This design comes from an exercise in tuning for small area on the open sky130 flow, not from production work. In this exercise RTL edits were held to simulation tests only and were not proved equivalent to the original. Power is estimated from default activity; no workload was simulated.

Setup of v11:
==> flow/design.v (excerpt) <==
module usart_top(i_fosk, i_rst_n, i_clk, i_rxd, i_addr, i_word, i_we, i_DDR_XCL,
                 o_word, o_clk, o_txd);
Size in the first run: roughly 730 cells after synthesis, ~32 I/O pins.
==> flow/config.mk <==
export PLATFORM = sky130hd
export DESIGN_NAME = usart_top
export DESIGN_NICKNAME = usart_top
export VERILOG_FILES = /design/flow/design.v
export SDC_FILE = /design/flow/constraint.sdc
export NUM_CORES = 4
export LEC_CHECK = 0
export CAP_MARGIN = 20
export CORE_MARGIN = 2
export CORE_UTILIZATION = 40
export PLACE_DENSITY = 0.6
export SLEW_MARGIN = 20
==> flow/constraint.sdc <==
create_clock -name core_clock -period 8.0 [get_ports {i_fosk}]
set_input_delay 1.6000 -clock core_clock [delete_from_list [all_inputs] [get_ports {i_fosk}]]
set_output_delay 1.6000 -clock core_clock [all_outputs]
set_load 0.01 [all_outputs]
run.sh (not shown) runs the stock make flow with config.mk's settings and CLKGATE_MAP_FILE= SYNTH_SCRIPT=/design/flow/synth_recipe.tcl, a recipe that flattens the netlist after the stock synthesis.
Changes in v45 relative to v11:
# v11
export LEC_CHECK = 0
export CAP_MARGIN = 20
export CORE_MARGIN = 2
export CORE_UTILIZATION = 40
export PLACE_DENSITY = 0.6
export SLEW_MARGIN = 20
create_clock -name core_clock -period 8.0 [get_ports {i_fosk}]
# v45
export LEC_CHECK = 0
export CAP_MARGIN = 20
export CORE_MARGIN = 2
export CORE_UTILIZATION = 60
export PLACE_DENSITY = 0.7
export SLEW_MARGIN = 20
create_clock -name core_clock -period 8.0 [get_ports {i_fosk}]
==> flow/flow/run.sh (new file) <==
#!/bin/bash
# Own layout flow: the standard flow (unchanged synthesis) with three
# layout-only changes, set in an extra config file that includes the standard flow's:
#  - remove the buffers ABC inserted, at floorplan (ORFS REMOVE_ABC_BUFFERS)
#  - buffer every port with the smallest buffer, sky130_fd_sc_hd__buf_1
#  - clock tree from clkbuf_8 clusters without dummy loads
set -euo pipefail
W=$(pwd)
{
  echo "include $W/config.mk"
  cat "$W/flow/extra.mk"
} > "$W/own_config.mk"
sed "s#DESIGN_CONFIG=[^ ]*#DESIGN_CONFIG=$W/own_config.mk#" "$W/standard.sh" > "$W/own_standard.sh"
bash "$W/own_standard.sh" > "$W/flow.log" 2>&1
==> flow/flow/extra.mk (new file) <==
export REMOVE_ABC_BUFFERS = 1
export BUFFER_PORTS_ARGS = -buffer_cell sky130_fd_sc_hd__buf_1
export CTS_ARGS = -sink_clustering_enable -repair_clock_nets -dont_use_dummy_load -buf_list sky130_fd_sc_hd__clkbuf_8 -root_buf sky130_fd_sc_hd__clkbuf_8 -sink_clustering_size 30 -sink_clustering_max_diameter 80
==> flow/standard.sh (new file) <==
#!/bin/bash
# synth_recipe.tcl (not shown) runs the flow's synth.tcl, then flattens the netlist and writes it again
# the make line also repeats each setting of config.mk as NAME=value (left out here)
make -C /OpenROAD-flow-scripts/flow DESIGN_CONFIG=/design/flow/config.mk WORK_HOME=/design/flow/orfs CLKGATE_MAP_FILE= SYNTH_SCRIPT=/design/flow/synth_recipe.tcl "${@:-finish}"
removed: flow/run.sh
==> run summary <==
Maximum vdd ir drop: v45 better than v11. Compared with v11, v45 shows total vias in the final route that has gone up slightly. Final worst slack delta for v45 relative to v11: 700 ps higher. v45 packs its core more tightly than v11. Between v45 and v11, it is v45 whose power density over cell area is lower, by about 11%. The fill cell total of the finished layout in v45 is 0.61 times that in v11. Looking at signed area change from the synthesized netlist to the final layout, v45 sits below v11. Of v45 and v11, v11 shows the lower sequential share of layout area, with v45 above it. Relative to v11, the power attributed to combinational cells measured on v45 has decreased by a few percent. [v45 vs v11] placed wire-length estimate: lower in v45.
> inputs changed (v45 -> v19)
# v45
export LEC_CHECK = 0
export CAP_MARGIN = 20
export CORE_MARGIN = 2
export CORE_UTILIZATION = 60
export PLACE_DENSITY = 0.7
export SLEW_MARGIN = 20
create_clock -name core_clock -period 8.0 [get_ports {i_fosk}]
# v19
export LEC_CHECK = 0
export CAP_MARGIN = 20
export CORE_MARGIN = 2
export CORE_UTILIZATION = 60
export CTS_BUF_LIST = sky130_fd_sc_hd__clkbuf_4 sky130_fd_sc_hd__clkbuf_8
export CTS_CLUSTER_DIAMETER = 100
export CTS_CLUSTER_SIZE = 40
export PLACE_DENSITY = 0.7
export SLEW_MARGIN = 20
create_clock -name core_clock -period 8.0 [get_ports {i_fosk}]
==> flow/run.sh (new file) <==
#!/bin/bash
# synth_recipe.tcl (not shown) runs the flow's synth.tcl, then flattens the netlist and writes it again
# the make line also repeats each setting of config.mk as NAME=value (left out here)
make -C /OpenROAD-flow-scripts/flow DESIGN_CONFIG=/design/flow/config.mk WORK_HOME=/design/flow/orfs CLKGATE_MAP_FILE= SYNTH_SCRIPT=/design/flow/synth_recipe.tcl finish
removed: flow/flow/run.sh
removed: flow/flow/extra.mk
removed: flow/standard.sh
Relative to v45, placed cell area increased by about 2.3% in v19.
Compared with v45, in v19 first-pass GRT wire length +1400 um, number of non-clock buffers in the layout -1, worst-case register-to-register setup slack -150 ps, actual slew at the worst max-slew pin +79 ps, area of all placed cells without fillers +320 um2.
| net total in the final layout | v19 vs v45 | ≈ equal |
Of v45 and v19, v19 shows the higher global routing usage on met1, with v45 below it.
Delta (v19 minus v45): number of multi-input combinational cells in the layout now sits at about the same level, maximum fanout along the worst path now larger, internal power contribution moved up.

## port drivers added, routing unchanged
How much do the figures lean on ideal ports? The routed layouts below were timed once more, with nothing changed but the port constraints. Step 1 assumes that a clkbuf_16 drives the clock port and a buf_2 every other input. Step 2 times the ports against the registers' clock, not the clock port: input delays grow and output delays shrink by t, the midpoint of the rising clock arrivals with the driver on. Slacks: ideal / step 1 / step 2; pairs: ideal / step 1.
run | t, ns | setup slack, ns | worst register clock-pin slew, ns
v11 | 0.466 | 2.107 / 2.072 / 2.072 | 0.07 / 0.07
v45 | 0.476 | 2.804 / 2.781 / 2.781 | 0.08 / 0.08
v19 | 0.478 | 1.682 / 1.660 / 1.660 | 0.09 / 0.09
After both steps setup and hold are still met in every run listed. For v11, which loses most, drivers alone change the setup slack by -0.035 ns; drivers and shift together by -0.035 ns.
